This is an optimization exercise on Yosys and OpenROAD, whose aim is small area and a short achievable clock period, not a production implementation. The RTL was checked by simulation tests, not by an equivalence proof against the original design.

==> flow/design.v, too long to show whole: its modules and the start of the top module <==
// module fixed_point_alu: 457 lines
module fixed_point_alu (
    input clk,
    input rst,
    input [1:0] op,
    input signed [15:0] a,
    input signed [15:0] b,
    output signed [23:0] out,
    output overflow
);
  // ...
==> flow/flow/run.sh <==
#!/bin/bash
# The standard layout (standard.sh), with timing repair asked for more setup
# slack than the clock needs, so that it sizes up the critical paths.
export SETUP_SLACK_MARGIN=23
export BUFFER_PORTS_ARGS="-buffer_cell sky130_fd_sc_hd__buf_2"
bash standard.sh > standard.log 2>&1
==> flow/standard.sh <==
#!/bin/bash
# synth_recipe.tcl (not shown) runs the flow's synth.tcl, then flattens the netlist and writes it again
# the make line also repeats each setting of config.mk as NAME=value (left out here)
make -C /OpenROAD-flow-scripts/flow DESIGN_CONFIG=/design/flow/config.mk WORK_HOME=/design/flow/orfs CLKGATE_MAP_FILE= SYNTH_SCRIPT=/design/flow/synth_recipe.tcl "${@:-finish}"
==> flow/config.mk <==
export PLATFORM = sky130hd
export DESIGN_NAME = fixed_point_alu
export DESIGN_NICKNAME = fixed_point_alu
export VERILOG_FILES = /design/flow/design.v
export SDC_FILE = /design/flow/constraint.sdc
export NUM_CORES = 4
export LEC_CHECK = 0
export ABC_AREA = 1
export CAP_MARGIN = 20
export CORE_MARGIN = 2
export CORE_UTILIZATION = 40
export SLEW_MARGIN = 20
==> flow/constraint.sdc <==
create_clock -name core_clock -period 60.0 [get_ports {clk}]
set_input_delay 12.0000 -clock core_clock [delete_from_list [all_inputs] [get_ports {clk}]]
set_output_delay 12.0000 -clock core_clock [all_outputs]
set_load 0.01 [all_outputs]
==> flow_metrics.env, run 1 <==
export IMPL_outcome="no timing/DRC/antenna violations"
export IMPL_wl_met3_um=3950
export IMPL_critPathBufInv=16
export IMPL_synth_top_family_by_area="adder cells"
export IMPL_boundaryPins=61
export IMPL_slew_headroom_pct=39.4
export IMPL_groute_layer_met2_usage_pct=42.6
export IMPL_yosys_area_top_type_share_pct=15.2
export IMPL_antennaDiodeCount=0
export IMPL_clockBufferCount=6
export IMPL_synth_most_common_cell="sky130_fd_sc_hd__nand2_1"
export IMPL_critical_path_top_delay_family="compound AO/OA/AOI/OAI gates"
export IMPL_layout_min_cycle_time_ns=35.06
export IMPL_die_area_um2=56100
export IMPL_cts_sinks=48
export IMPL_postSynthRegisterBits=48
export IMPL_final_clk_cell_share_pct=0.650
export IMPL_n_multi_input_combinational_cell=2624
export IMPL_grt_most_used_layer="met2"
export IMPL_seq_cell_share_pct=4.63
export IMPL_dr_first_iter_drc_count=1455
export IMPL_utilization_of_the_core_after_routing_pct=44.1
export IMPL_timing_hold_violations_final=0
export IMPL_yosysWarnings=1
export IMPL_multi_input_area_um2=18800
export IMPL_mean_post_synth_cell_area_um2=6.71
export IMPL_final_setup_viol_count=0
export IMPL_wire_length_of_the_first_global_routing_pass_um=113000
==> run 2, diff against run 1 <==
==> flow/design.v (replaced) <==
module fixed_point_alu (
    input clk,
    input rst,
    input [1:0] op,
    input signed [15:0] a,
    input signed [15:0] b,
    output signed [23:0] out,
    output overflow
);
    wire sub = op[0];
    wire [16:0] bx = {b[15], b} ^ {17{sub}};
    wire [17:0] acy;
    wire [16:0] addsub;
    assign acy[0] = sub;
    genvar ai;
    generate for (ai = 0; ai < 17; ai = ai + 1) begin : asum
        wire xa = (ai == 16) ? a[15] : a[ai];
        assign addsub[ai] = xa ^ bx[ai] ^ acy[ai];
        assign acy[ai+1] = (xa & bx[ai]) | (xa & acy[ai]) | (bx[ai] & acy[ai]);
    end endgenerate
    wire pp_0_0 = a[0] & b[0];
    wire pp_0_1 = a[0] & b[1];
    wire pp_0_2 = a[0] & b[2];
    wire pp_0_3 = a[0] & b[3];
    wire pp_0_4 = a[0] & b[4];
    wire pp_0_5 = a[0] & b[5];
    wire pp_0_6 = a[0] & b[6];
    wire pp_0_7 = a[0] & b[7];
    wire pp_0_8 = a[0] & b[8];
    wire pp_0_9 = a[0] & b[9];
    wire pp_0_10 = a[0] & b[10];
    wire pp_0_11 = a[0] & b[11];
    wire pp_0_12 = a[0] & b[12];
    wire pp_0_13 = a[0] & b[13];
    wire pp_0_14 = a[0] & b[14];
    wire pp_0_15 = ~(a[0] & b[15]);
    wire pp_1_0 = a[1] & b[0];
    wire pp_1_1 = a[1] & b[1];
    wire pp_1_2 = a[1] & b[2];
    wire pp_1_3 = a[1] & b[3];
    wire pp_1_4 = a[1] & b[4];
    wire pp_1_5 = a[1] & b[5];
    wire pp_1_6 = a[1] & b[6];
    wire pp_1_7 = a[1] & b[7];
    wire pp_1_8 = a[1] & b[8];
    wire pp_1_9 = a[1] & b[9];
    wire pp_1_10 = a[1] & b[10];
    wire pp_1_11 = a[1] & b[11];
    wire pp_1_12 = a[1] & b[12];
    wire pp_1_13 = a[1] & b[13];
    wire pp_1_14 = a[1] & b[14];
    wire pp_1_15 = ~(a[1] & b[15]);
    wire pp_2_0 = a[2] & b[0];
    wire pp_2_1 = a[2] & b[1];
    wire pp_2_2 = a[2] & b[2];
    wire pp_2_3 = a[2] & b[3];
    wire pp_2_4 = a[2] & b[4];
    wire pp_2_5 = a[2] & b[5];
    wire pp_2_6 = a[2] & b[6];
    wire pp_2_7 = a[2] & b[7];
    wire pp_2_8 = a[2] & b[8];
    wire pp_2_9 = a[2] & b[9];
    wire pp_2_10 = a[2] & b[10];
    wire pp_2_11 = a[2] & b[11];
    wire pp_2_12 = a[2] & b[12];
    wire pp_2_13 = a[2] & b[13];
    wire pp_2_14 = a[2] & b[14];
    wire pp_2_15 = ~(a[2] & b[15]);
    wire pp_3_0 = a[3] & b[0];
    wire pp_3_1 = a[3] & b[1];
    wire pp_3_2 = a[3] & b[2];
    wire pp_3_3 = a[3] & b[3];
    wire pp_3_4 = a[3] & b[4];
    wire pp_3_5 = a[3] & b[5];
    wire pp_3_6 = a[3] & b[6];
    wire pp_3_7 = a[3] & b[7];
    wire pp_3_8 = a[3] & b[8];
    wire pp_3_9 = a[3] & b[9];
    wire pp_3_10 = a[3] & b[10];
    wire pp_3_11 = a[3] & b[11];
    wire pp_3_12 = a[3] & b[12];
    wire pp_3_13 = a[3] & b[13];
    wire pp_3_14 = a[3] & b[14];
    wire pp_3_15 = ~(a[3] & b[15]);
    wire pp_4_0 = a[4] & b[0];
    wire pp_4_1 = a[4] & b[1];
    wire pp_4_2 = a[4] & b[2];
    wire pp_4_3 = a[4] & b[3];
    wire pp_4_4 = a[4] & b[4];
    wire pp_4_5 = a[4] & b[5];
    wire pp_4_6 = a[4] & b[6];
    wire pp_4_7 = a[4] & b[7];
    wire pp_4_8 = a[4] & b[8];
    wire pp_4_9 = a[4] & b[9];
    wire pp_4_10 = a[4] & b[10];
    wire pp_4_11 = a[4] & b[11];
    wire pp_4_12 = a[4] & b[12];
    wire pp_4_13 = a[4] & b[13];
    wire pp_4_14 = a[4] & b[14];
    wire pp_4_15 = ~(a[4] & b[15]);
    wire pp_5_0 = a[5] & b[0];
    wire pp_5_1 = a[5] & b[1];
    wire pp_5_2 = a[5] & b[2];
    wire pp_5_3 = a[5] & b[3];
    wire pp_5_4 = a[5] & b[4];
    wire pp_5_5 = a[5] & b[5];
    wire pp_5_6 = a[5] & b[6];
    wire pp_5_7 = a[5] & b[7];
    wire pp_5_8 = a[5] & b[8];
    wire pp_5_9 = a[5] & b[9];
    wire pp_5_10 = a[5] & b[10];
    wire pp_5_11 = a[5] & b[11];
    wire pp_5_12 = a[5] & b[12];
    wire pp_5_13 = a[5] & b[13];
    wire pp_5_14 = a[5] & b[14];
    wire pp_5_15 = ~(a[5] & b[15]);
    wire pp_6_0 = a[6] & b[0];
    wire pp_6_1 = a[6] & b[1];
    wire pp_6_2 = a[6] & b[2];
    wire pp_6_3 = a[6] & b[3];
    wire pp_6_4 = a[6] & b[4];
    wire pp_6_5 = a[6] & b[5];
    wire pp_6_6 = a[6] & b[6];
    wire pp_6_7 = a[6] & b[7];
    wire pp_6_8 = a[6] & b[8];
    wire pp_6_9 = a[6] & b[9];
    wire pp_6_10 = a[6] & b[10];
    wire pp_6_11 = a[6] & b[11];
    wire pp_6_12 = a[6] & b[12];
    wire pp_6_13 = a[6] & b[13];
    wire pp_6_14 = a[6] & b[14];
    wire pp_6_15 = ~(a[6] & b[15]);
    wire pp_7_0 = a[7] & b[0];
    wire pp_7_1 = a[7] & b[1];
    wire pp_7_2 = a[7] & b[2];
    wire pp_7_3 = a[7] & b[3];
    wire pp_7_4 = a[7] & b[4];
    wire pp_7_5 = a[7] & b[5];
    wire pp_7_6 = a[7] & b[6];
    wire pp_7_7 = a[7] & b[7];
    wire pp_7_8 = a[7] & b[8];
    wire pp_7_9 = a[7] & b[9];
    wire pp_7_10 = a[7] & b[10];
    wire pp_7_11 = a[7] & b[11];
    wire pp_7_12 = a[7] & b[12];
    wire pp_7_13 = a[7] & b[13];
    wire pp_7_14 = a[7] & b[14];
    wire pp_7_15 = ~(a[7] & b[15]);
    wire pp_8_0 = a[8] & b[0];
    wire pp_8_1 = a[8] & b[1];
    wire pp_8_2 = a[8] & b[2];
    wire pp_8_3 = a[8] & b[3];
    wire pp_8_4 = a[8] & b[4];
    wire pp_8_5 = a[8] & b[5];
    wire pp_8_6 = a[8] & b[6];
    wire pp_8_7 = a[8] & b[7];
    wire pp_8_8 = a[8] & b[8];
    wire pp_8_9 = a[8] & b[9];
    wire pp_8_10 = a[8] & b[10];
    wire pp_8_11 = a[8] & b[11];
    wire pp_8_12 = a[8] & b[12];
    wire pp_8_13 = a[8] & b[13];
    wire pp_8_14 = a[8] & b[14];
    wire pp_8_15 = ~(a[8] & b[15]);
    wire pp_9_0 = a[9] & b[0];
    wire pp_9_1 = a[9] & b[1];
    wire pp_9_2 = a[9] & b[2];
    wire pp_9_3 = a[9] & b[3];
    wire pp_9_4 = a[9] & b[4];
    wire pp_9_5 = a[9] & b[5];
    wire pp_9_6 = a[9] & b[6];
    wire pp_9_7 = a[9] & b[7];
    wire pp_9_8 = a[9] & b[8];
    wire pp_9_9 = a[9] & b[9];
    wire pp_9_10 = a[9] & b[10];
    wire pp_9_11 = a[9] & b[11];
    wire pp_9_12 = a[9] & b[12];
    wire pp_9_13 = a[9] & b[13];
    wire pp_9_14 = a[9] & b[14];
    wire pp_9_15 = ~(a[9] & b[15]);
    wire pp_10_0 = a[10] & b[0];
    wire pp_10_1 = a[10] & b[1];
    wire pp_10_2 = a[10] & b[2];
    wire pp_10_3 = a[10] & b[3];
    wire pp_10_4 = a[10] & b[4];
    wire pp_10_5 = a[10] & b[5];
    wire pp_10_6 = a[10] & b[6];
    wire pp_10_7 = a[10] & b[7];
    wire pp_10_8 = a[10] & b[8];
    wire pp_10_9 = a[10] & b[9];
    wire pp_10_10 = a[10] & b[10];
    wire pp_10_11 = a[10] & b[11];
    wire pp_10_12 = a[10] & b[12];
    wire pp_10_13 = a[10] & b[13];
    wire pp_10_14 = a[10] & b[14];
    wire pp_10_15 = ~(a[10] & b[15]);
    wire pp_11_0 = a[11] & b[0];
    wire pp_11_1 = a[11] & b[1];
    wire pp_11_2 = a[11] & b[2];
    wire pp_11_3 = a[11] & b[3];
    wire pp_11_4 = a[11] & b[4];
    wire pp_11_5 = a[11] & b[5];
    wire pp_11_6 = a[11] & b[6];
    wire pp_11_7 = a[11] & b[7];
    wire pp_11_8 = a[11] & b[8];
    wire pp_11_9 = a[11] & b[9];
    wire pp_11_10 = a[11] & b[10];
    wire pp_11_11 = a[11] & b[11];
    wire pp_11_12 = a[11] & b[12];
    wire pp_11_13 = a[11] & b[13];
    wire pp_11_14 = a[11] & b[14];
    wire pp_11_15 = ~(a[11] & b[15]);
    wire pp_12_0 = a[12] & b[0];
    wire pp_12_1 = a[12] & b[1];
    wire pp_12_2 = a[12] & b[2];
    wire pp_12_3 = a[12] & b[3];
    wire pp_12_4 = a[12] & b[4];
    wire pp_12_5 = a[12] & b[5];
    wire pp_12_6 = a[12] & b[6];
    wire pp_12_7 = a[12] & b[7];
    wire pp_12_8 = a[12] & b[8];
    wire pp_12_9 = a[12] & b[9];
    wire pp_12_10 = a[12] & b[10];
    wire pp_12_11 = a[12] & b[11];
    wire pp_12_12 = a[12] & b[12];
    wire pp_12_13 = a[12] & b[13];
    wire pp_12_14 = a[12] & b[14];
    wire pp_12_15 = ~(a[12] & b[15]);
    wire pp_13_0 = a[13] & b[0];
    wire pp_13_1 = a[13] & b[1];
    wire pp_13_2 = a[13] & b[2];
    wire pp_13_3 = a[13] & b[3];
    wire pp_13_4 = a[13] & b[4];
    wire pp_13_5 = a[13] & b[5];
    wire pp_13_6 = a[13] & b[6];
    wire pp_13_7 = a[13] & b[7];
    wire pp_13_8 = a[13] & b[8];
    wire pp_13_9 = a[13] & b[9];
    wire pp_13_10 = a[13] & b[10];
    wire pp_13_11 = a[13] & b[11];
    wire pp_13_12 = a[13] & b[12];
    wire pp_13_13 = a[13] & b[13];
    wire pp_13_14 = a[13] & b[14];
    wire pp_13_15 = ~(a[13] & b[15]);
    wire pp_14_0 = a[14] & b[0];
    wire pp_14_1 = a[14] & b[1];
    wire pp_14_2 = a[14] & b[2];
    wire pp_14_3 = a[14] & b[3];
    wire pp_14_4 = a[14] & b[4];
    wire pp_14_5 = a[14] & b[5];
    wire pp_14_6 = a[14] & b[6];
    wire pp_14_7 = a[14] & b[7];
    wire pp_14_8 = a[14] & b[8];
    wire pp_14_9 = a[14] & b[9];
    wire pp_14_10 = a[14] & b[10];
    wire pp_14_11 = a[14] & b[11];
    wire pp_14_12 = a[14] & b[12];
    wire pp_14_13 = a[14] & b[13];
    wire pp_14_14 = a[14] & b[14];
    wire pp_14_15 = ~(a[14] & b[15]);
    wire pp_15_0 = ~(a[15] & b[0]);
    wire pp_15_1 = ~(a[15] & b[1]);
    wire pp_15_2 = ~(a[15] & b[2]);
    wire pp_15_3 = ~(a[15] & b[3]);
    wire pp_15_4 = ~(a[15] & b[4]);
    wire pp_15_5 = ~(a[15] & b[5]);
    wire pp_15_6 = ~(a[15] & b[6]);
    wire pp_15_7 = ~(a[15] & b[7]);
    wire pp_15_8 = ~(a[15] & b[8]);
    wire pp_15_9 = ~(a[15] & b[9]);
    wire pp_15_10 = ~(a[15] & b[10]);
    wire pp_15_11 = ~(a[15] & b[11]);
    wire pp_15_12 = ~(a[15] & b[12]);
    wire pp_15_13 = ~(a[15] & b[13]);
    wire pp_15_14 = ~(a[15] & b[14]);
    wire pp_15_15 = a[15] & b[15];
    wire ms1 = pp_0_13 ^ pp_1_12;
    wire mc2 = pp_0_13 & pp_1_12;
    wire ms3 = pp_0_14 ^ pp_1_13 ^ pp_2_12;
    wire mc4 = (pp_0_14 & pp_1_13) | (pp_0_14 & pp_2_12) | (pp_1_13 & pp_2_12);
    wire ms5 = pp_3_11 ^ pp_4_10;
    wire mc6 = pp_3_11 & pp_4_10;
    wire ms7 = pp_0_15 ^ pp_1_14 ^ pp_2_13;
    wire mc8 = (pp_0_15 & pp_1_14) | (pp_0_15 & pp_2_13) | (pp_1_14 & pp_2_13);
    wire ms9 = pp_3_12 ^ pp_4_11 ^ pp_5_10;
    wire mc10 = (pp_3_12 & pp_4_11) | (pp_3_12 & pp_5_10) | (pp_4_11 & pp_5_10);
    wire ms11 = pp_6_9 ^ pp_7_8;
    wire mc12 = pp_6_9 & pp_7_8;
    wire ms13 = pp_1_15 ^ pp_2_14 ^ pp_3_13;
    wire mc14 = (pp_1_15 & pp_2_14) | (pp_1_15 & pp_3_13) | (pp_2_14 & pp_3_13);
    wire ms15 = pp_4_12 ^ pp_5_11 ^ pp_6_10;
    wire mc16 = (pp_4_12 & pp_5_11) | (pp_4_12 & pp_6_10) | (pp_5_11 & pp_6_10);
    wire ms17 = pp_7_9 ^ pp_8_8 ^ pp_9_7;
    wire mc18 = (pp_7_9 & pp_8_8) | (pp_7_9 & pp_9_7) | (pp_8_8 & pp_9_7);
    wire ms19 = pp_2_15 ^ pp_3_14 ^ pp_4_13;
    wire mc20 = (pp_2_15 & pp_3_14) | (pp_2_15 & pp_4_13) | (pp_3_14 & pp_4_13);
    wire ms21 = pp_5_12 ^ pp_6_11 ^ pp_7_10;
    wire mc22 = (pp_5_12 & pp_6_11) | (pp_5_12 & pp_7_10) | (pp_6_11 & pp_7_10);
    wire ms23 = pp_3_15 ^ pp_4_14 ^ pp_5_13;
    wire mc24 = (pp_3_15 & pp_4_14) | (pp_3_15 & pp_5_13) | (pp_4_14 & pp_5_13);
    wire ms25 = pp_0_9 ^ pp_1_8;
    wire mc26 = pp_0_9 & pp_1_8;
    wire ms27 = pp_0_10 ^ pp_1_9 ^ pp_2_8;
    wire mc28 = (pp_0_10 & pp_1_9) | (pp_0_10 & pp_2_8) | (pp_1_9 & pp_2_8);
    wire ms29 = pp_3_7 ^ pp_4_6;
    wire mc30 = pp_3_7 & pp_4_6;
    wire ms31 = pp_0_11 ^ pp_1_10 ^ pp_2_9;
    wire mc32 = (pp_0_11 & pp_1_10) | (pp_0_11 & pp_2_9) | (pp_1_10 & pp_2_9);
    wire ms33 = pp_3_8 ^ pp_4_7 ^ pp_5_6;
    wire mc34 = (pp_3_8 & pp_4_7) | (pp_3_8 & pp_5_6) | (pp_4_7 & pp_5_6);
    wire ms35 = pp_6_5 ^ pp_7_4;
    wire mc36 = pp_6_5 & pp_7_4;
    wire ms37 = pp_0_12 ^ pp_1_11 ^ pp_2_10;
    wire mc38 = (pp_0_12 & pp_1_11) | (pp_0_12 & pp_2_10) | (pp_1_11 & pp_2_10);
    wire ms39 = pp_3_9 ^ pp_4_8 ^ pp_5_7;
    wire mc40 = (pp_3_9 & pp_4_8) | (pp_3_9 & pp_5_7) | (pp_4_8 & pp_5_7);
    wire ms41 = pp_6_6 ^ pp_7_5 ^ pp_8_4;
    wire mc42 = (pp_6_6 & pp_7_5) | (pp_6_6 & pp_8_4) | (pp_7_5 & pp_8_4);
    wire ms43 = pp_9_3 ^ pp_10_2;
    wire mc44 = pp_9_3 & pp_10_2;
    wire ms45 = pp_2_11 ^ pp_3_10 ^ pp_4_9;
    wire mc46 = (pp_2_11 & pp_3_10) | (pp_2_11 & pp_4_9) | (pp_3_10 & pp_4_9);
    wire ms47 = pp_5_8 ^ pp_6_7 ^ pp_7_6;
    wire mc48 = (pp_5_8 & pp_6_7) | (pp_5_8 & pp_7_6) | (pp_6_7 & pp_7_6);
    wire ms49 = pp_8_5 ^ pp_9_4 ^ pp_10_3;
    wire mc50 = (pp_8_5 & pp_9_4) | (pp_8_5 & pp_10_3) | (pp_9_4 & pp_10_3);
    wire ms51 = pp_11_2 ^ pp_12_1 ^ pp_13_0;
    wire mc52 = (pp_11_2 & pp_12_1) | (pp_11_2 & pp_13_0) | (pp_12_1 & pp_13_0);
    wire ms53 = pp_5_9 ^ pp_6_8 ^ pp_7_7;
    wire mc54 = (pp_5_9 & pp_6_8) | (pp_5_9 & pp_7_7) | (pp_6_8 & pp_7_7);
    wire ms55 = pp_8_6 ^ pp_9_5 ^ pp_10_4;
    wire mc56 = (pp_8_6 & pp_9_5) | (pp_8_6 & pp_10_4) | (pp_9_5 & pp_10_4);
    wire ms57 = pp_11_3 ^ pp_12_2 ^ pp_13_1;
    wire mc58 = (pp_11_3 & pp_12_2) | (pp_11_3 & pp_13_1) | (pp_12_2 & pp_13_1);
    wire ms59 = pp_14_0 ^ ms3 ^ ms5;
    wire mc60 = (pp_14_0 & ms3) | (pp_14_0 & ms5) | (ms3 & ms5);
    wire ms61 = pp_8_7 ^ pp_9_6 ^ pp_10_5;
    wire mc62 = (pp_8_7 & pp_9_6) | (pp_8_7 & pp_10_5) | (pp_9_6 & pp_10_5);
    wire ms63 = pp_11_4 ^ pp_12_3 ^ pp_13_2;
    wire mc64 = (pp_11_4 & pp_12_3) | (pp_11_4 & pp_13_2) | (pp_12_3 & pp_13_2);
    wire ms65 = pp_14_1 ^ pp_15_0 ^ ms7;
    wire mc66 = (pp_14_1 & pp_15_0) | (pp_14_1 & ms7) | (pp_15_0 & ms7);
    wire ms67 = ms9 ^ ms11 ^ mc4;
    wire mc68 = (ms9 & ms11) | (ms9 & mc4) | (ms11 & mc4);
    wire ms69 = pp_10_6 ^ pp_11_5 ^ pp_12_4;
    wire mc70 = (pp_10_6 & pp_11_5) | (pp_10_6 & pp_12_4) | (pp_11_5 & pp_12_4);
    wire ms71 = pp_13_3 ^ pp_14_2 ^ pp_15_1;
    wire mc72 = (pp_13_3 & pp_14_2) | (pp_13_3 & pp_15_1) | (pp_14_2 & pp_15_1);
    wire ms73 = 1'b1 ^ ms13 ^ ms15;
    wire mc74 = (1'b1 & ms13) | (1'b1 & ms15) | (ms13 & ms15);
    wire ms75 = ms17 ^ mc8 ^ mc10;
    wire mc76 = (ms17 & mc8) | (ms17 & mc10) | (mc8 & mc10);
    wire ms77 = pp_8_9 ^ pp_9_8 ^ pp_10_7;
    wire mc78 = (pp_8_9 & pp_9_8) | (pp_8_9 & pp_10_7) | (pp_9_8 & pp_10_7);
    wire ms79 = pp_11_6 ^ pp_12_5 ^ pp_13_4;
    wire mc80 = (pp_11_6 & pp_12_5) | (pp_11_6 & pp_13_4) | (pp_12_5 & pp_13_4);
    wire ms81 = pp_14_3 ^ pp_15_2 ^ ms19;
    wire mc82 = (pp_14_3 & pp_15_2) | (pp_14_3 & ms19) | (pp_15_2 & ms19);
    wire ms83 = ms21 ^ mc14 ^ mc16;
    wire mc84 = (ms21 & mc14) | (ms21 & mc16) | (mc14 & mc16);
    wire ms85 = pp_6_12 ^ pp_7_11 ^ pp_8_10;
    wire mc86 = (pp_6_12 & pp_7_11) | (pp_6_12 & pp_8_10) | (pp_7_11 & pp_8_10);
    wire ms87 = pp_9_9 ^ pp_10_8 ^ pp_11_7;
    wire mc88 = (pp_9_9 & pp_10_8) | (pp_9_9 & pp_11_7) | (pp_10_8 & pp_11_7);
    wire ms89 = pp_12_6 ^ pp_13_5 ^ pp_14_4;
    wire mc90 = (pp_12_6 & pp_13_5) | (pp_12_6 & pp_14_4) | (pp_13_5 & pp_14_4);
    wire ms91 = pp_15_3 ^ ms23 ^ mc20;
    wire mc92 = (pp_15_3 & ms23) | (pp_15_3 & mc20) | (ms23 & mc20);
    wire ms93 = pp_4_15 ^ pp_5_14 ^ pp_6_13;
    wire mc94 = (pp_4_15 & pp_5_14) | (pp_4_15 & pp_6_13) | (pp_5_14 & pp_6_13);
    wire ms95 = pp_7_12 ^ pp_8_11 ^ pp_9_10;
    wire mc96 = (pp_7_12 & pp_8_11) | (pp_7_12 & pp_9_10) | (pp_8_11 & pp_9_10);
    wire ms97 = pp_10_9 ^ pp_11_8 ^ pp_12_7;
    wire mc98 = (pp_10_9 & pp_11_8) | (pp_10_9 & pp_12_7) | (pp_11_8 & pp_12_7);
    wire ms99 = pp_13_6 ^ pp_14_5 ^ pp_15_4;
    wire mc100 = (pp_13_6 & pp_14_5) | (pp_13_6 & pp_15_4) | (pp_14_5 & pp_15_4);
    wire ms101 = pp_5_15 ^ pp_6_14 ^ pp_7_13;
    wire mc102 = (pp_5_15 & pp_6_14) | (pp_5_15 & pp_7_13) | (pp_6_14 & pp_7_13);
    wire ms103 = pp_8_12 ^ pp_9_11 ^ pp_10_10;
    wire mc104 = (pp_8_12 & pp_9_11) | (pp_8_12 & pp_10_10) | (pp_9_11 & pp_10_10);
    wire ms105 = pp_11_9 ^ pp_12_8 ^ pp_13_7;
    wire mc106 = (pp_11_9 & pp_12_8) | (pp_11_9 & pp_13_7) | (pp_12_8 & pp_13_7);
    wire ms107 = pp_6_15 ^ pp_7_14 ^ pp_8_13;
    wire mc108 = (pp_6_15 & pp_7_14) | (pp_6_15 & pp_8_13) | (pp_7_14 & pp_8_13);
    wire ms109 = pp_9_12 ^ pp_10_11 ^ pp_11_10;
    wire mc110 = (pp_9_12 & pp_10_11) | (pp_9_12 & pp_11_10) | (pp_10_11 & pp_11_10);
    wire ms111 = pp_7_15 ^ pp_8_14 ^ pp_9_13;
    wire mc112 = (pp_7_15 & pp_8_14) | (pp_7_15 & pp_9_13) | (pp_8_14 & pp_9_13);
    wire ms113 = pp_0_6 ^ pp_1_5;
    wire mc114 = pp_0_6 & pp_1_5;
    wire ms115 = pp_0_7 ^ pp_1_6 ^ pp_2_5;
    wire mc116 = (pp_0_7 & pp_1_6) | (pp_0_7 & pp_2_5) | (pp_1_6 & pp_2_5);
    wire ms117 = pp_3_4 ^ pp_4_3;
    wire mc118 = pp_3_4 & pp_4_3;
    wire ms119 = pp_0_8 ^ pp_1_7 ^ pp_2_6;
    wire mc120 = (pp_0_8 & pp_1_7) | (pp_0_8 & pp_2_6) | (pp_1_7 & pp_2_6);
    wire ms121 = pp_3_5 ^ pp_4_4 ^ pp_5_3;
    wire mc122 = (pp_3_5 & pp_4_4) | (pp_3_5 & pp_5_3) | (pp_4_4 & pp_5_3);
    wire ms123 = pp_6_2 ^ pp_7_1;
    wire mc124 = pp_6_2 & pp_7_1;
    wire ms125 = pp_2_7 ^ pp_3_6 ^ pp_4_5;
    wire mc126 = (pp_2_7 & pp_3_6) | (pp_2_7 & pp_4_5) | (pp_3_6 & pp_4_5);
    wire ms127 = pp_5_4 ^ pp_6_3 ^ pp_7_2;
    wire mc128 = (pp_5_4 & pp_6_3) | (pp_5_4 & pp_7_2) | (pp_6_3 & pp_7_2);
    wire ms129 = pp_8_1 ^ pp_9_0 ^ ms25;
    wire mc130 = (pp_8_1 & pp_9_0) | (pp_8_1 & ms25) | (pp_9_0 & ms25);
    wire ms131 = pp_5_5 ^ pp_6_4 ^ pp_7_3;
    wire mc132 = (pp_5_5 & pp_6_4) | (pp_5_5 & pp_7_3) | (pp_6_4 & pp_7_3);
    wire ms133 = pp_8_2 ^ pp_9_1 ^ pp_10_0;
    wire mc134 = (pp_8_2 & pp_9_1) | (pp_8_2 & pp_10_0) | (pp_9_1 & pp_10_0);
    wire ms135 = ms27 ^ ms29 ^ mc26;
    wire mc136 = (ms27 & ms29) | (ms27 & mc26) | (ms29 & mc26);
    wire ms137 = pp_8_3 ^ pp_9_2 ^ pp_10_1;
    wire mc138 = (pp_8_3 & pp_9_2) | (pp_8_3 & pp_10_1) | (pp_9_2 & pp_10_1);
    wire ms139 = pp_11_0 ^ ms31 ^ ms33;
    wire mc140 = (pp_11_0 & ms31) | (pp_11_0 & ms33) | (ms31 & ms33);
    wire ms141 = ms35 ^ mc28 ^ mc30;
    wire mc142 = (ms35 & mc28) | (ms35 & mc30) | (mc28 & mc30);
    wire ms143 = pp_11_1 ^ pp_12_0 ^ ms37;
    wire mc144 = (pp_11_1 & pp_12_0) | (pp_11_1 & ms37) | (pp_12_0 & ms37);
    wire ms145 = ms39 ^ ms41 ^ ms43;
    wire mc146 = (ms39 & ms41) | (ms39 & ms43) | (ms41 & ms43);
    wire ms147 = mc32 ^ mc34 ^ mc36;
    wire mc148 = (mc32 & mc34) | (mc32 & mc36) | (mc34 & mc36);
    wire ms149 = ms1 ^ ms45 ^ ms47;
    wire mc150 = (ms1 & ms45) | (ms1 & ms47) | (ms45 & ms47);
    wire ms151 = ms49 ^ ms51 ^ mc38;
    wire mc152 = (ms49 & ms51) | (ms49 & mc38) | (ms51 & mc38);
    wire ms153 = mc40 ^ mc42 ^ mc44;
    wire mc154 = (mc40 & mc42) | (mc40 & mc44) | (mc42 & mc44);
    wire ms155 = mc2 ^ ms53 ^ ms55;
    wire mc156 = (mc2 & ms53) | (mc2 & ms55) | (ms53 & ms55);
    wire ms157 = ms57 ^ ms59 ^ mc46;
    wire mc158 = (ms57 & ms59) | (ms57 & mc46) | (ms59 & mc46);
    wire ms159 = mc48 ^ mc50 ^ mc52;
    wire mc160 = (mc48 & mc50) | (mc48 & mc52) | (mc50 & mc52);
    wire ms161 = mc6 ^ ms61 ^ ms63;
    wire mc162 = (mc6 & ms61) | (mc6 & ms63) | (ms61 & ms63);
    wire ms163 = ms65 ^ ms67 ^ mc54;
    wire mc164 = (ms65 & ms67) | (ms65 & mc54) | (ms67 & mc54);
    wire ms165 = mc56 ^ mc58 ^ mc60;
    wire mc166 = (mc56 & mc58) | (mc56 & mc60) | (mc58 & mc60);
    wire ms167 = mc12 ^ ms69 ^ ms71;
    wire mc168 = (mc12 & ms69) | (mc12 & ms71) | (ms69 & ms71);
    wire ms169 = ms73 ^ ms75 ^ mc62;
    wire mc170 = (ms73 & ms75) | (ms73 & mc62) | (ms75 & mc62);
    wire ms171 = mc64 ^ mc66 ^ mc68;
    wire mc172 = (mc64 & mc66) | (mc64 & mc68) | (mc66 & mc68);
    wire ms173 = mc18 ^ ms77 ^ ms79;
    wire mc174 = (mc18 & ms77) | (mc18 & ms79) | (ms77 & ms79);
    wire ms175 = ms81 ^ ms83 ^ mc70;
    wire mc176 = (ms81 & ms83) | (ms81 & mc70) | (ms83 & mc70);
    wire ms177 = mc72 ^ mc74 ^ mc76;
    wire mc178 = (mc72 & mc74) | (mc72 & mc76) | (mc74 & mc76);
    wire ms179 = mc22 ^ ms85 ^ ms87;
    wire mc180 = (mc22 & ms85) | (mc22 & ms87) | (ms85 & ms87);
    wire ms181 = ms89 ^ ms91 ^ mc78;
    wire mc182 = (ms89 & ms91) | (ms89 & mc78) | (ms91 & mc78);
    wire ms183 = mc80 ^ mc82 ^ mc84;
    wire mc184 = (mc80 & mc82) | (mc80 & mc84) | (mc82 & mc84);
    wire ms185 = mc24 ^ ms93 ^ ms95;
    wire mc186 = (mc24 & ms93) | (mc24 & ms95) | (ms93 & ms95);
    wire ms187 = ms97 ^ ms99 ^ mc86;
    wire mc188 = (ms97 & ms99) | (ms97 & mc86) | (ms99 & mc86);
    wire ms189 = mc88 ^ mc90 ^ mc92;
    wire mc190 = (mc88 & mc90) | (mc88 & mc92) | (mc90 & mc92);
    wire ms191 = pp_14_6 ^ pp_15_5 ^ ms101;
    wire mc192 = (pp_14_6 & pp_15_5) | (pp_14_6 & ms101) | (pp_15_5 & ms101);
    wire ms193 = ms103 ^ ms105 ^ mc94;
    wire mc194 = (ms103 & ms105) | (ms103 & mc94) | (ms105 & mc94);
    wire ms195 = mc96 ^ mc98 ^ mc100;
    wire mc196 = (mc96 & mc98) | (mc96 & mc100) | (mc98 & mc100);
    wire ms197 = pp_12_9 ^ pp_13_8 ^ pp_14_7;
    wire mc198 = (pp_12_9 & pp_13_8) | (pp_12_9 & pp_14_7) | (pp_13_8 & pp_14_7);
    wire ms199 = pp_15_6 ^ ms107 ^ ms109;
    wire mc200 = (pp_15_6 & ms107) | (pp_15_6 & ms109) | (ms107 & ms109);
    wire ms201 = mc102 ^ mc104 ^ mc106;
    wire mc202 = (mc102 & mc104) | (mc102 & mc106) | (mc104 & mc106);
    wire ms203 = pp_10_12 ^ pp_11_11 ^ pp_12_10;
    wire mc204 = (pp_10_12 & pp_11_11) | (pp_10_12 & pp_12_10) | (pp_11_11 & pp_12_10);
    wire ms205 = pp_13_9 ^ pp_14_8 ^ pp_15_7;
    wire mc206 = (pp_13_9 & pp_14_8) | (pp_13_9 & pp_15_7) | (pp_14_8 & pp_15_7);
    wire ms207 = ms111 ^ mc108 ^ mc110;
    wire mc208 = (ms111 & mc108) | (ms111 & mc110) | (mc108 & mc110);
    wire ms209 = pp_8_15 ^ pp_9_14 ^ pp_10_13;
    wire mc210 = (pp_8_15 & pp_9_14) | (pp_8_15 & pp_10_13) | (pp_9_14 & pp_10_13);
    wire ms211 = pp_11_12 ^ pp_12_11 ^ pp_13_10;
    wire mc212 = (pp_11_12 & pp_12_11) | (pp_11_12 & pp_13_10) | (pp_12_11 & pp_13_10);
    wire ms213 = pp_14_9 ^ pp_15_8 ^ mc112;
    wire mc214 = (pp_14_9 & pp_15_8) | (pp_14_9 & mc112) | (pp_15_8 & mc112);
    wire ms215 = pp_9_15 ^ pp_10_14 ^ pp_11_13;
    wire mc216 = (pp_9_15 & pp_10_14) | (pp_9_15 & pp_11_13) | (pp_10_14 & pp_11_13);
    wire ms217 = pp_12_12 ^ pp_13_11 ^ pp_14_10;
    wire mc218 = (pp_12_12 & pp_13_11) | (pp_12_12 & pp_14_10) | (pp_13_11 & pp_14_10);
    wire ms219 = pp_10_15 ^ pp_11_14 ^ pp_12_13;
    wire mc220 = (pp_10_15 & pp_11_14) | (pp_10_15 & pp_12_13) | (pp_11_14 & pp_12_13);
    wire ms221 = pp_0_4 ^ pp_1_3;
    wire mc222 = pp_0_4 & pp_1_3;
    wire ms223 = pp_0_5 ^ pp_1_4 ^ pp_2_3;
    wire mc224 = (pp_0_5 & pp_1_4) | (pp_0_5 & pp_2_3) | (pp_1_4 & pp_2_3);
    wire ms225 = pp_3_2 ^ pp_4_1;
    wire mc226 = pp_3_2 & pp_4_1;
    wire ms227 = pp_2_4 ^ pp_3_3 ^ pp_4_2;
    wire mc228 = (pp_2_4 & pp_3_3) | (pp_2_4 & pp_4_2) | (pp_3_3 & pp_4_2);
    wire ms229 = pp_5_1 ^ pp_6_0 ^ ms113;
    wire mc230 = (pp_5_1 & pp_6_0) | (pp_5_1 & ms113) | (pp_6_0 & ms113);
    wire ms231 = pp_5_2 ^ pp_6_1 ^ pp_7_0;
    wire mc232 = (pp_5_2 & pp_6_1) | (pp_5_2 & pp_7_0) | (pp_6_1 & pp_7_0);
    wire ms233 = ms115 ^ ms117 ^ mc114;
    wire mc234 = (ms115 & ms117) | (ms115 & mc114) | (ms117 & mc114);
    wire ms235 = pp_8_0 ^ ms119 ^ ms121;
    wire mc236 = (pp_8_0 & ms119) | (pp_8_0 & ms121) | (ms119 & ms121);
    wire ms237 = ms123 ^ mc116 ^ mc118;
    wire mc238 = (ms123 & mc116) | (ms123 & mc118) | (mc116 & mc118);
    wire ms239 = ms125 ^ ms127 ^ ms129;
    wire mc240 = (ms125 & ms127) | (ms125 & ms129) | (ms127 & ms129);
    wire ms241 = mc120 ^ mc122 ^ mc124;
    wire mc242 = (mc120 & mc122) | (mc120 & mc124) | (mc122 & mc124);
    wire ms243 = ms131 ^ ms133 ^ ms135;
    wire mc244 = (ms131 & ms133) | (ms131 & ms135) | (ms133 & ms135);
    wire ms245 = mc126 ^ mc128 ^ mc130;
    wire mc246 = (mc126 & mc128) | (mc126 & mc130) | (mc128 & mc130);
    wire ms247 = ms137 ^ ms139 ^ ms141;
    wire mc248 = (ms137 & ms139) | (ms137 & ms141) | (ms139 & ms141);
    wire ms249 = mc132 ^ mc134 ^ mc136;
    wire mc250 = (mc132 & mc134) | (mc132 & mc136) | (mc134 & mc136);
    wire ms251 = ms143 ^ ms145 ^ ms147;
    wire mc252 = (ms143 & ms145) | (ms143 & ms147) | (ms145 & ms147);
    wire ms253 = mc138 ^ mc140 ^ mc142;
    wire mc254 = (mc138 & mc140) | (mc138 & mc142) | (mc140 & mc142);
    wire ms255 = ms149 ^ ms151 ^ ms153;
    wire mc256 = (ms149 & ms151) | (ms149 & ms153) | (ms151 & ms153);
    wire ms257 = mc144 ^ mc146 ^ mc148;
    wire mc258 = (mc144 & mc146) | (mc144 & mc148) | (mc146 & mc148);
    wire ms259 = ms155 ^ ms157 ^ ms159;
    wire mc260 = (ms155 & ms157) | (ms155 & ms159) | (ms157 & ms159);
    wire ms261 = mc150 ^ mc152 ^ mc154;
    wire mc262 = (mc150 & mc152) | (mc150 & mc154) | (mc152 & mc154);
    wire ms263 = ms161 ^ ms163 ^ ms165;
    wire mc264 = (ms161 & ms163) | (ms161 & ms165) | (ms163 & ms165);
    wire ms265 = mc156 ^ mc158 ^ mc160;
    wire mc266 = (mc156 & mc158) | (mc156 & mc160) | (mc158 & mc160);
    wire ms267 = ms167 ^ ms169 ^ ms171;
    wire mc268 = (ms167 & ms169) | (ms167 & ms171) | (ms169 & ms171);
    wire ms269 = mc162 ^ mc164 ^ mc166;
    wire mc270 = (mc162 & mc164) | (mc162 & mc166) | (mc164 & mc166);
    wire ms271 = ms173 ^ ms175 ^ ms177;
    wire mc272 = (ms173 & ms175) | (ms173 & ms177) | (ms175 & ms177);
    wire ms273 = mc168 ^ mc170 ^ mc172;
    wire mc274 = (mc168 & mc170) | (mc168 & mc172) | (mc170 & mc172);
    wire ms275 = ms179 ^ ms181 ^ ms183;
    wire mc276 = (ms179 & ms181) | (ms179 & ms183) | (ms181 & ms183);
    wire ms277 = mc174 ^ mc176 ^ mc178;
    wire mc278 = (mc174 & mc176) | (mc174 & mc178) | (mc176 & mc178);
    wire ms279 = ms185 ^ ms187 ^ ms189;
    wire mc280 = (ms185 & ms187) | (ms185 & ms189) | (ms187 & ms189);
    wire ms281 = mc180 ^ mc182 ^ mc184;
    wire mc282 = (mc180 & mc182) | (mc180 & mc184) | (mc182 & mc184);
    wire ms283 = ms191 ^ ms193 ^ ms195;
    wire mc284 = (ms191 & ms193) | (ms191 & ms195) | (ms193 & ms195);
    wire ms285 = mc186 ^ mc188 ^ mc190;
    wire mc286 = (mc186 & mc188) | (mc186 & mc190) | (mc188 & mc190);
    wire ms287 = ms197 ^ ms199 ^ ms201;
    wire mc288 = (ms197 & ms199) | (ms197 & ms201) | (ms199 & ms201);
    wire ms289 = mc192 ^ mc194 ^ mc196;
    wire mc290 = (mc192 & mc194) | (mc192 & mc196) | (mc194 & mc196);
    wire ms291 = ms203 ^ ms205 ^ ms207;
    wire mc292 = (ms203 & ms205) | (ms203 & ms207) | (ms205 & ms207);
    wire ms293 = mc198 ^ mc200 ^ mc202;
    wire mc294 = (mc198 & mc200) | (mc198 & mc202) | (mc200 & mc202);
    wire ms295 = ms209 ^ ms211 ^ ms213;
    wire mc296 = (ms209 & ms211) | (ms209 & ms213) | (ms211 & ms213);
    wire ms297 = mc204 ^ mc206 ^ mc208;
    wire mc298 = (mc204 & mc206) | (mc204 & mc208) | (mc206 & mc208);
    wire ms299 = pp_15_9 ^ ms215 ^ ms217;
    wire mc300 = (pp_15_9 & ms215) | (pp_15_9 & ms217) | (ms215 & ms217);
    wire ms301 = mc210 ^ mc212 ^ mc214;
    wire mc302 = (mc210 & mc212) | (mc210 & mc214) | (mc212 & mc214);
    wire ms303 = pp_13_12 ^ pp_14_11 ^ pp_15_10;
    wire mc304 = (pp_13_12 & pp_14_11) | (pp_13_12 & pp_15_10) | (pp_14_11 & pp_15_10);
    wire ms305 = ms219 ^ mc216 ^ mc218;
    wire mc306 = (ms219 & mc216) | (ms219 & mc218) | (mc216 & mc218);
    wire ms307 = pp_11_15 ^ pp_12_14 ^ pp_13_13;
    wire mc308 = (pp_11_15 & pp_12_14) | (pp_11_15 & pp_13_13) | (pp_12_14 & pp_13_13);
    wire ms309 = pp_14_12 ^ pp_15_11 ^ mc220;
    wire mc310 = (pp_14_12 & pp_15_11) | (pp_14_12 & mc220) | (pp_15_11 & mc220);
    wire ms311 = pp_12_15 ^ pp_13_14 ^ pp_14_13;
    wire mc312 = (pp_12_15 & pp_13_14) | (pp_12_15 & pp_14_13) | (pp_13_14 & pp_14_13);
    wire ms313 = pp_0_3 ^ pp_1_2;
    wire mc314 = pp_0_3 & pp_1_2;
    wire ms315 = pp_2_2 ^ pp_3_1 ^ pp_4_0;
    wire mc316 = (pp_2_2 & pp_3_1) | (pp_2_2 & pp_4_0) | (pp_3_1 & pp_4_0);
    wire ms317 = pp_5_0 ^ ms223 ^ ms225;
    wire mc318 = (pp_5_0 & ms223) | (pp_5_0 & ms225) | (ms223 & ms225);
    wire ms319 = ms227 ^ ms229 ^ mc224;
    wire mc320 = (ms227 & ms229) | (ms227 & mc224) | (ms229 & mc224);
    wire ms321 = ms231 ^ ms233 ^ mc228;
    wire mc322 = (ms231 & ms233) | (ms231 & mc228) | (ms233 & mc228);
    wire ms323 = ms235 ^ ms237 ^ mc232;
    wire mc324 = (ms235 & ms237) | (ms235 & mc232) | (ms237 & mc232);
    wire ms325 = ms239 ^ ms241 ^ mc236;
    wire mc326 = (ms239 & ms241) | (ms239 & mc236) | (ms241 & mc236);
    wire ms327 = ms243 ^ ms245 ^ mc240;
    wire mc328 = (ms243 & ms245) | (ms243 & mc240) | (ms245 & mc240);
    wire ms329 = ms247 ^ ms249 ^ mc244;
    wire mc330 = (ms247 & ms249) | (ms247 & mc244) | (ms249 & mc244);
    wire ms331 = ms251 ^ ms253 ^ mc248;
    wire mc332 = (ms251 & ms253) | (ms251 & mc248) | (ms253 & mc248);
    wire ms333 = ms255 ^ ms257 ^ mc252;
    wire mc334 = (ms255 & ms257) | (ms255 & mc252) | (ms257 & mc252);
    wire ms335 = ms259 ^ ms261 ^ mc256;
    wire mc336 = (ms259 & ms261) | (ms259 & mc256) | (ms261 & mc256);
    wire ms337 = ms263 ^ ms265 ^ mc260;
    wire mc338 = (ms263 & ms265) | (ms263 & mc260) | (ms265 & mc260);
    wire ms339 = ms267 ^ ms269 ^ mc264;
    wire mc340 = (ms267 & ms269) | (ms267 & mc264) | (ms269 & mc264);
    wire ms341 = ms271 ^ ms273 ^ mc268;
    wire mc342 = (ms271 & ms273) | (ms271 & mc268) | (ms273 & mc268);
    wire ms343 = ms275 ^ ms277 ^ mc272;
    wire mc344 = (ms275 & ms277) | (ms275 & mc272) | (ms277 & mc272);
    wire ms345 = ms279 ^ ms281 ^ mc276;
    wire mc346 = (ms279 & ms281) | (ms279 & mc276) | (ms281 & mc276);
    wire ms347 = ms283 ^ ms285 ^ mc280;
    wire mc348 = (ms283 & ms285) | (ms283 & mc280) | (ms285 & mc280);
    wire ms349 = ms287 ^ ms289 ^ mc284;
    wire mc350 = (ms287 & ms289) | (ms287 & mc284) | (ms289 & mc284);
    wire ms351 = ms291 ^ ms293 ^ mc288;
    wire mc352 = (ms291 & ms293) | (ms291 & mc288) | (ms293 & mc288);
    wire ms353 = ms295 ^ ms297 ^ mc292;
    wire mc354 = (ms295 & ms297) | (ms295 & mc292) | (ms297 & mc292);
    wire ms355 = ms299 ^ ms301 ^ mc296;
    wire mc356 = (ms299 & ms301) | (ms299 & mc296) | (ms301 & mc296);
    wire ms357 = ms303 ^ ms305 ^ mc300;
    wire mc358 = (ms303 & ms305) | (ms303 & mc300) | (ms305 & mc300);
    wire ms359 = ms307 ^ ms309 ^ mc304;
    wire mc360 = (ms307 & ms309) | (ms307 & mc304) | (ms309 & mc304);
    wire ms361 = pp_15_12 ^ ms311 ^ mc308;
    wire mc362 = (pp_15_12 & ms311) | (pp_15_12 & mc308) | (ms311 & mc308);
    wire ms363 = pp_13_15 ^ pp_14_14 ^ pp_15_13;
    wire mc364 = (pp_13_15 & pp_14_14) | (pp_13_15 & pp_15_13) | (pp_14_14 & pp_15_13);
    wire ms365 = pp_0_2 ^ pp_1_1;
    wire mc366 = pp_0_2 & pp_1_1;
    wire ms367 = pp_2_1 ^ pp_3_0 ^ ms313;
    wire mc368 = (pp_2_1 & pp_3_0) | (pp_2_1 & ms313) | (pp_3_0 & ms313);
    wire ms369 = ms221 ^ ms315 ^ mc314;
    wire mc370 = (ms221 & ms315) | (ms221 & mc314) | (ms315 & mc314);
    wire ms371 = mc222 ^ ms317 ^ mc316;
    wire mc372 = (mc222 & ms317) | (mc222 & mc316) | (ms317 & mc316);
    wire ms373 = mc226 ^ ms319 ^ mc318;
    wire mc374 = (mc226 & ms319) | (mc226 & mc318) | (ms319 & mc318);
    wire ms375 = mc230 ^ ms321 ^ mc320;
    wire mc376 = (mc230 & ms321) | (mc230 & mc320) | (ms321 & mc320);
    wire ms377 = mc234 ^ ms323 ^ mc322;
    wire mc378 = (mc234 & ms323) | (mc234 & mc322) | (ms323 & mc322);
    wire ms379 = mc238 ^ ms325 ^ mc324;
    wire mc380 = (mc238 & ms325) | (mc238 & mc324) | (ms325 & mc324);
    wire ms381 = mc242 ^ ms327 ^ mc326;
    wire mc382 = (mc242 & ms327) | (mc242 & mc326) | (ms327 & mc326);
    wire ms383 = mc246 ^ ms329 ^ mc328;
    wire mc384 = (mc246 & ms329) | (mc246 & mc328) | (ms329 & mc328);
    wire ms385 = mc250 ^ ms331 ^ mc330;
    wire mc386 = (mc250 & ms331) | (mc250 & mc330) | (ms331 & mc330);
    wire ms387 = mc254 ^ ms333 ^ mc332;
    wire mc388 = (mc254 & ms333) | (mc254 & mc332) | (ms333 & mc332);
    wire ms389 = mc258 ^ ms335 ^ mc334;
    wire mc390 = (mc258 & ms335) | (mc258 & mc334) | (ms335 & mc334);
    wire ms391 = mc262 ^ ms337 ^ mc336;
    wire mc392 = (mc262 & ms337) | (mc262 & mc336) | (ms337 & mc336);
    wire ms393 = mc266 ^ ms339 ^ mc338;
    wire mc394 = (mc266 & ms339) | (mc266 & mc338) | (ms339 & mc338);
    wire ms395 = mc270 ^ ms341 ^ mc340;
    wire mc396 = (mc270 & ms341) | (mc270 & mc340) | (ms341 & mc340);
    wire ms397 = mc274 ^ ms343 ^ mc342;
    wire mc398 = (mc274 & ms343) | (mc274 & mc342) | (ms343 & mc342);
    wire ms399 = mc278 ^ ms345 ^ mc344;
    wire mc400 = (mc278 & ms345) | (mc278 & mc344) | (ms345 & mc344);
    wire ms401 = mc282 ^ ms347 ^ mc346;
    wire mc402 = (mc282 & ms347) | (mc282 & mc346) | (ms347 & mc346);
    wire ms403 = mc286 ^ ms349 ^ mc348;
    wire mc404 = (mc286 & ms349) | (mc286 & mc348) | (ms349 & mc348);
    wire ms405 = mc290 ^ ms351 ^ mc350;
    wire mc406 = (mc290 & ms351) | (mc290 & mc350) | (ms351 & mc350);
    wire ms407 = mc294 ^ ms353 ^ mc352;
    wire mc408 = (mc294 & ms353) | (mc294 & mc352) | (ms353 & mc352);
    wire ms409 = mc298 ^ ms355 ^ mc354;
    wire mc410 = (mc298 & ms355) | (mc298 & mc354) | (ms355 & mc354);
    wire ms411 = mc302 ^ ms357 ^ mc356;
    wire mc412 = (mc302 & ms357) | (mc302 & mc356) | (ms357 & mc356);
    wire ms413 = mc306 ^ ms359 ^ mc358;
    wire mc414 = (mc306 & ms359) | (mc306 & mc358) | (ms359 & mc358);
    wire ms415 = mc310 ^ ms361 ^ mc360;
    wire mc416 = (mc310 & ms361) | (mc310 & mc360) | (ms361 & mc360);
    wire ms417 = mc312 ^ ms363 ^ mc362;
    wire mc418 = (mc312 & ms363) | (mc312 & mc362) | (ms363 & mc362);
    wire ms419 = pp_14_15 ^ pp_15_14 ^ mc364;
    wire mc420 = (pp_14_15 & pp_15_14) | (pp_14_15 & mc364) | (pp_15_14 & mc364);
    wire [31:0] mra = {1'b1, pp_15_15, ms419, ms417, ms415, ms413, ms411, ms409, ms407, ms405, ms403, ms401, ms399, ms397, ms395, ms393, ms391, ms389, ms387, ms385, ms383, ms381, ms379, ms377, ms375, ms373, ms371, ms369, ms367, pp_2_0, pp_0_1, pp_0_0};
    wire [31:0] mrb = {1'b0, mc420, mc418, mc416, mc414, mc412, mc410, mc408, mc406, mc404, mc402, mc400, mc398, mc396, mc394, mc392, mc390, mc388, mc386, mc384, mc382, mc380, mc378, mc376, mc374, mc372, mc370, mc368, mc366, ms365, pp_1_0, 1'b0};
    wire [32:0] mcy;
    wire [31:0] prod;
    assign mcy[0] = 1'b0;
    genvar mi;
    generate for (mi = 0; mi < 32; mi = mi + 1) begin : mcpa
        assign prod[mi] = mra[mi] ^ mrb[mi] ^ mcy[mi];
        assign mcy[mi+1] = (mra[mi] & mrb[mi]) | (mra[mi] & mcy[mi]) | (mrb[mi] & mcy[mi]);
    end endgenerate
    wire [15:0] na = a[15] ? -a : a;
    wire [15:0] E = b[15] ? b : ~b;
    wire cin = ~b[15];
    wire [23:0] N = {na, 8'd0};
    wire [23:0] q1;
    wire [0:0] d1_p23 = N[23];
    wire [1:0] d1_r23_t = {1'b0, d1_p23} + {1'b1, E[0:0]} + cin;
    assign q1[23] = (&E[15:1]) & ~d1_r23_t[1];
    wire [0:0] d1_rn23 = q1[23] ? d1_r23_t[0:0] : d1_p23;
    wire [14:0] d1_rem23 = {14'd0, d1_rn23[0:0]};
    wire [1:0] d1_p22 = {d1_rem23[0:0], N[22]};
    wire [2:0] d1_r22_t = {1'b0, d1_p22} + {1'b1, E[1:0]} + cin;
    assign q1[22] = (&E[15:2]) & ~d1_r22_t[2];
    wire [1:0] d1_rn22 = q1[22] ? d1_r22_t[1:0] : d1_p22;
    wire [14:0] d1_rem22 = {13'd0, d1_rn22[1:0]};
    wire [2:0] d1_p21 = {d1_rem22[1:0], N[21]};
    wire [3:0] d1_r21_t = {1'b0, d1_p21} + {1'b1, E[2:0]} + cin;
    assign q1[21] = (&E[15:3]) & ~d1_r21_t[3];
    wire [2:0] d1_rn21 = q1[21] ? d1_r21_t[2:0] : d1_p21;
    wire [14:0] d1_rem21 = {12'd0, d1_rn21[2:0]};
    wire [3:0] d1_p20 = {d1_rem21[2:0], N[20]};
    wire [4:0] d1_r20_t = {1'b0, d1_p20} + {1'b1, E[3:0]} + cin;
    assign q1[20] = (&E[15:4]) & ~d1_r20_t[4];
    wire [3:0] d1_rn20 = q1[20] ? d1_r20_t[3:0] : d1_p20;
    wire [14:0] d1_rem20 = {11'd0, d1_rn20[3:0]};
    wire [4:0] d1_p19 = {d1_rem20[3:0], N[19]};
    wire [5:0] d1_r19_t = {1'b0, d1_p19} + {1'b1, E[4:0]} + cin;
    assign q1[19] = (&E[15:5]) & ~d1_r19_t[5];
    wire [4:0] d1_rn19 = q1[19] ? d1_r19_t[4:0] : d1_p19;
    wire [14:0] d1_rem19 = {10'd0, d1_rn19[4:0]};
    wire [5:0] d1_p18 = {d1_rem19[4:0], N[18]};
    wire [6:0] d1_r18_t = {1'b0, d1_p18} + {1'b1, E[5:0]} + cin;
    assign q1[18] = (&E[15:6]) & ~d1_r18_t[6];
    wire [5:0] d1_rn18 = q1[18] ? d1_r18_t[5:0] : d1_p18;
    wire [14:0] d1_rem18 = {9'd0, d1_rn18[5:0]};
    wire [6:0] d1_p17 = {d1_rem18[5:0], N[17]};
    wire [7:0] d1_r17_t = {1'b0, d1_p17} + {1'b1, E[6:0]} + cin;
    assign q1[17] = (&E[15:7]) & ~d1_r17_t[7];
    wire [6:0] d1_rn17 = q1[17] ? d1_r17_t[6:0] : d1_p17;
    wire [14:0] d1_rem17 = {8'd0, d1_rn17[6:0]};
    wire [7:0] d1_p16 = {d1_rem17[6:0], N[16]};
    wire [8:0] d1_r16_t = {1'b0, d1_p16} + {1'b1, E[7:0]} + cin;
    assign q1[16] = (&E[15:8]) & ~d1_r16_t[8];
    wire [7:0] d1_rn16 = q1[16] ? d1_r16_t[7:0] : d1_p16;
    wire [14:0] d1_rem16 = {7'd0, d1_rn16[7:0]};
    wire [8:0] d1_p15 = {d1_rem16[7:0], N[15]};
    wire [9:0] d1_r15_t = {1'b0, d1_p15} + {1'b1, E[8:0]} + cin;
    assign q1[15] = (&E[15:9]) & ~d1_r15_t[9];
    wire [8:0] d1_rn15 = q1[15] ? d1_r15_t[8:0] : d1_p15;
    wire [14:0] d1_rem15 = {6'd0, d1_rn15[8:0]};
    wire [9:0] d1_p14 = {d1_rem15[8:0], N[14]};
    wire [10:0] d1_r14_t = {1'b0, d1_p14} + {1'b1, E[9:0]} + cin;
    assign q1[14] = (&E[15:10]) & ~d1_r14_t[10];
    wire [9:0] d1_rn14 = q1[14] ? d1_r14_t[9:0] : d1_p14;
    wire [14:0] d1_rem14 = {5'd0, d1_rn14[9:0]};
    wire [10:0] d1_p13 = {d1_rem14[9:0], N[13]};
    wire [11:0] d1_r13_t = {1'b0, d1_p13} + {1'b1, E[10:0]} + cin;
    assign q1[13] = (&E[15:11]) & ~d1_r13_t[11];
    wire [10:0] d1_rn13 = q1[13] ? d1_r13_t[10:0] : d1_p13;
    wire [14:0] d1_rem13 = {4'd0, d1_rn13[10:0]};
    wire [11:0] d1_p12 = {d1_rem13[10:0], N[12]};
    wire [12:0] d1_r12_t = {1'b0, d1_p12} + {1'b1, E[11:0]} + cin;
    assign q1[12] = (&E[15:12]) & ~d1_r12_t[12];
    wire [11:0] d1_rn12 = q1[12] ? d1_r12_t[11:0] : d1_p12;
    wire [14:0] d1_rem12 = {3'd0, d1_rn12[11:0]};
    wire [12:0] d1_p11 = {d1_rem12[11:0], N[11]};
    wire [13:0] d1_r11_t = {1'b0, d1_p11} + {1'b1, E[12:0]} + cin;
    assign q1[11] = (&E[15:13]) & ~d1_r11_t[13];
    wire [12:0] d1_rn11 = q1[11] ? d1_r11_t[12:0] : d1_p11;
    wire [14:0] d1_rem11 = {2'd0, d1_rn11[12:0]};
    wire [13:0] d1_p10 = {d1_rem11[12:0], N[10]};
    wire [14:0] d1_r10_t = {1'b0, d1_p10} + {1'b1, E[13:0]} + cin;
    assign q1[10] = (&E[15:14]) & ~d1_r10_t[14];
    wire [13:0] d1_rn10 = q1[10] ? d1_r10_t[13:0] : d1_p10;
    wire [14:0] d1_rem10 = {1'd0, d1_rn10[13:0]};
    reg [1:0] op_r;
    reg [23:0] res_r;   
    reg [14:0] e_r;     
    reg cin_r, a15_r;
    reg [4:0] remh_r;   
    reg [1:0] n_r;     
    always @(posedge clk or posedge rst) begin
        if (rst) begin
            op_r <= 2'd0;
            res_r <= 24'd0;
        end else begin
            op_r <= op;
            case (op)
                2'b00, 2'b01: res_r <= {{7{addsub[16]}}, addsub};
                2'b10: res_r <= prod[31:8];
                default: res_r <= {q1[23:10], d1_rem10[9:0]};
            endcase
        end
    end
    always @(posedge clk) begin
        e_r <= E[14:0];
        cin_r <= cin;
        a15_r <= a[15];
        n_r <= na[1:0];
        remh_r <= d1_rem10[14:10];
    end
    wire [15:0] E2 = {1'b1, e_r};
    wire [14:0] rem2 = {remh_r, res_r[9:0]};
    wire [23:0] N2 = {14'd0, n_r, 8'd0};
    wire [23:0] q;
    assign q[23:10] = res_r[23:10];
    wire [14:0] d2_p9 = {rem2[13:0], N2[9]};
    wire [15:0] d2_r9_t = {1'b0, d2_p9} + {1'b1, E2[14:0]} + cin_r;
    assign q[9] = (&E2[15:15]) & ~d2_r9_t[15];
    wire [14:0] d2_rn9 = q[9] ? d2_r9_t[14:0] : d2_p9;
    wire [14:0] d2_rem9 = d2_rn9[14:0];
    wire [15:0] d2_p8 = {d2_rem9[14:0], N2[8]};
    wire [16:0] d2_r8_t = {1'b0, d2_p8} + {1'b1, E2[15:0]} + cin_r;
    assign q[8] = 1'b1 & ~d2_r8_t[16];
    wire [15:0] d2_rn8 = q[8] ? d2_r8_t[15:0] : d2_p8;
    wire [14:0] d2_rem8 = d2_rn8[14:0];
    wire [15:0] d2_p7 = {d2_rem8[14:0], N2[7]};
    wire [16:0] d2_r7_t = {1'b0, d2_p7} + {1'b1, E2[15:0]} + cin_r;
    assign q[7] = 1'b1 & ~d2_r7_t[16];
    wire [15:0] d2_rn7 = q[7] ? d2_r7_t[15:0] : d2_p7;
    wire [14:0] d2_rem7 = d2_rn7[14:0];
    wire [15:0] d2_p6 = {d2_rem7[14:0], N2[6]};
    wire [16:0] d2_r6_t = {1'b0, d2_p6} + {1'b1, E2[15:0]} + cin_r;
    assign q[6] = 1'b1 & ~d2_r6_t[16];
    wire [15:0] d2_rn6 = q[6] ? d2_r6_t[15:0] : d2_p6;
    wire [14:0] d2_rem6 = d2_rn6[14:0];
    wire [15:0] d2_p5 = {d2_rem6[14:0], N2[5]};
    wire [16:0] d2_r5_t = {1'b0, d2_p5} + {1'b1, E2[15:0]} + cin_r;
    assign q[5] = 1'b1 & ~d2_r5_t[16];
    wire [15:0] d2_rn5 = q[5] ? d2_r5_t[15:0] : d2_p5;
    wire [14:0] d2_rem5 = d2_rn5[14:0];
    wire [15:0] d2_p4 = {d2_rem5[14:0], N2[4]};
    wire [16:0] d2_r4_t = {1'b0, d2_p4} + {1'b1, E2[15:0]} + cin_r;
    assign q[4] = 1'b1 & ~d2_r4_t[16];
    wire [15:0] d2_rn4 = q[4] ? d2_r4_t[15:0] : d2_p4;
    wire [14:0] d2_rem4 = d2_rn4[14:0];
    wire [15:0] d2_p3 = {d2_rem4[14:0], N2[3]};
    wire [16:0] d2_r3_t = {1'b0, d2_p3} + {1'b1, E2[15:0]} + cin_r;
    assign q[3] = 1'b1 & ~d2_r3_t[16];
    wire [15:0] d2_rn3 = q[3] ? d2_r3_t[15:0] : d2_p3;
    wire [14:0] d2_rem3 = d2_rn3[14:0];
    wire [15:0] d2_p2 = {d2_rem3[14:0], N2[2]};
    wire [16:0] d2_r2_t = {1'b0, d2_p2} + {1'b1, E2[15:0]} + cin_r;
    assign q[2] = 1'b1 & ~d2_r2_t[16];
    wire [15:0] d2_rn2 = q[2] ? d2_r2_t[15:0] : d2_p2;
    wire [14:0] d2_rem2 = d2_rn2[14:0];
    wire [15:0] d2_p1 = {d2_rem2[14:0], N2[1]};
    wire [16:0] d2_r1_t = {1'b0, d2_p1} + {1'b1, E2[15:0]} + cin_r;
    assign q[1] = 1'b1 & ~d2_r1_t[16];
    wire [15:0] d2_rn1 = q[1] ? d2_r1_t[15:0] : d2_p1;
    wire [14:0] d2_rem1 = d2_rn1[14:0];
    wire [15:0] d2_p0 = {d2_rem1[14:0], N2[0]};
    wire [16:0] d2_r0_t = {1'b0, d2_p0} + {1'b1, E2[15:0]} + cin_r;
    assign q[0] = 1'b1 & ~d2_r0_t[16];
    wire [15:0] d2_rn0 = q[0] ? d2_r0_t[15:0] : d2_p0;
    wire [14:0] d2_rem0 = d2_rn0[14:0];
    wire sgn = a15_r ^ ~cin_r;
    wire bz = cin_r & (&e_r);
    wire [23:0] qs;
    assign qs[0] = q[0];
    genvar qi;
    generate for (qi = 1; qi < 24; qi = qi + 1) begin : qneg
        assign qs[qi] = q[qi] ^ (sgn & (|q[qi-1:0]));
    end endgenerate
    wire div = op_r[1] & op_r[0];
    assign out = !div ? res_r : bz ? {a15_r, {23{~a15_r}}} : qs;
    assign overflow = div & bz;
endmodule
==> flow/run.sh (new file) <==
#!/bin/bash
# synth_recipe.tcl (not shown) runs the flow's synth.tcl, then flattens the netlist and writes it again
# the make line also repeats each setting of config.mk as NAME=value (left out here)
make -C /OpenROAD-flow-scripts/flow DESIGN_CONFIG=/design/flow/config.mk WORK_HOME=/design/flow/orfs CLKGATE_MAP_FILE= SYNTH_SCRIPT=/design/flow/synth_recipe.tcl finish
removed: flow/flow/run.sh
removed: flow/standard.sh
==> flow_metrics.env, run 2 <==
export IMPL_outcome="no timing/DRC/antenna violations"
export IMPL_timing_hold_violations_final=0
export IMPL_antenna_found_initial=1
export IMPL_layout_min_cycle_time_ns=39.31
export IMPL_antennaDiodeCount=0
export IMPL_crit_path_start="a[1]"
export IMPL_design_core_area_um2=57600
export IMPL_largest_register_ffs=24
export IMPL_worst_hold_path_type="in2async"
export IMPL_worst_pin_slew_ns=0.846
export IMPL_worst_setup_path_start_kind="input port"
export IMPL_period_share_pct=65.5
export IMPL_reg_top3="res_r (24), e_r (15), remh_r (4)"
export IMPL_gr_usage_met3_pct=1.03
export IMPL_yosysWarnings=1
export IMPL_edff_count_synth=0
export IMPL_synth_most_common_cell="sky130_fd_sc_hd__nand2_1"
export IMPL_hold_ws_ns=12.10
export IMPL_dr_first_iter_drc_count=1164
export IMPL_postSynthRegisterBits=49
export IMPL_utilization_of_the_core_after_routing_pct=43.2
export IMPL_max_cap_violations=0
export IMPL_critical_path_top_cell_by_count="sky130_fd_sc_hd__nand2_1"
export IMPL_final_setup_viol_count=0
export IMPL_tritoncts="yes"
export IMPL_die_area_um2=60000
export IMPL_boundaryPins=61
export IMPL_post_route_cells_drive_above_1_share_pct=3.77
export IMPL_cts_sinks=49
export IMPL_groute_layer_met2_usage_pct=42.3
export IMPL_fp_dieW_um=245
export IMPL_mean_post_synth_cell_area_um2=6.65
export IMPL_grt_most_used_layer="met2"
export IMPL_yosys_area_top_type_share_pct=22.1
export IMPL_synth_main_ff_cell="sky130_fd_sc_hd__dfrtp_1"
export IMPL_yosys_top_cells_area="sky130_fd_sc_hd__fa_1 (22%), sky130_fd_sc_hd__nand2_1 (15%), sky130_fd_sc_hd__ha_1 (13%)"
export IMPL_detail_route_wl_per_cell_um=16.9
export IMPL_remaining_drc_errors=0
export IMPL_wire_length_of_the_first_global_routing_pass_um=116000
export IMPL_holdBufCountCts=0
export IMPL_rsz0062_at_grt="no"
export IMPL_synth_cell_count_leaders="sky130_fd_sc_hd__nand2_1 (915), sky130_fd_sc_hd__inv_1 (663), sky130_fd_sc_hd__fa_1 (257)"
export IMPL_slew_headroom_pct=43.5
-- run 2: cells by family (layout without fill, tap and decap cells) --
group           count (synthesis)  count (layout)  synth area share, %
fa+ha+maj                     504             504                 35.4
flops                          49              49                 4.78
xor+xnor                      223             223                 8.41
compound gates                557             557                 13.5
simple gates                 1372            1372                 24.9
buf+inv                       791             797                 13.0
-- run 2: cell type report --
type / count / area (um2)
inverters: 675 / 2530
clock inverters: 2 / 16.3
fillers: 6167 / 32700
multi-input cells: 2656 / 19100
well taps: 765 / 957
clock buffers: 6 / 150
repair buffers: 114 / 1010
flip-flops and latches: 49 / 1110
-- run 2: path summary, 6_finish.rpt --
check | to | slack [ns] | depth (start not counted)
max | res_r[2] | 20.69 | 165
min | res_r[8] | 12.10 | 2
max in group asynchronous | res_r[13] | 47.48 | 3
min in group core_clock | cin_r | 12.11 | 2
-- run 2: through the flow --
| step | cell area, um2 |
|---|---|
| final | 24900 |
| after global placement | 24700 |
| after detailed placement | 24700 |
| after global routing | 24900 |
| after CTS | 24900 |
| after floorplan | 23200 |
-- run 2: worst max-delay path: cells and delay by family --
family | cells | cell delay [ns]
buffers and inverters | 20 | 2.95
and+or+nand+nor | 65 | 9.40
AOI/OAI and AO/OA | 54 | 7.70
xor gates and xnor gates | 12 | 2.56
adders and majority gates | 14 | 4.79
-- run 2: layer usage --
metal | part of all wire [%] | wire (um) | up-vias
li1 | - | - | 11000
met1 | 45 | 32400 | 10300
met2 | 47 | 34100 | 623
met3 | 4.7 | 3390 | 123
met4 | 3.4 | 2440 | 0
met5 | 0 | 0 | -

## static timing again, ports no longer ideal
How much do the figures lean on ideal ports? The routed layouts below were timed once more, with nothing changed but the port constraints.
Step 1, drivers: a clkbuf_16 drives clk and a buf_2 each remaining input, both assumed.
Step 2 adds t to the input delays and takes it off the output delays; t is the mean of the earliest and latest rising clock arrival at the registers after step 1. Input paths then give back, and output paths get back, about the clock's delay inside the block.
Three values: ideal ports, drivers, drivers and shift; two values: the first two.
run	t (ns)	setup slack, ns	worst register clock-pin slew, ns
run 1	0.325	24.941 / 24.899 / 24.983	0.06 / 0.06
run 2	0.330	20.687 / 20.704 / 20.375	0.07 / 0.07
After both steps setup and hold are still met in every run listed. The setup slack of run 2, which loses most, moves by +0.017 ns with the drivers and by -0.312 ns with both steps.
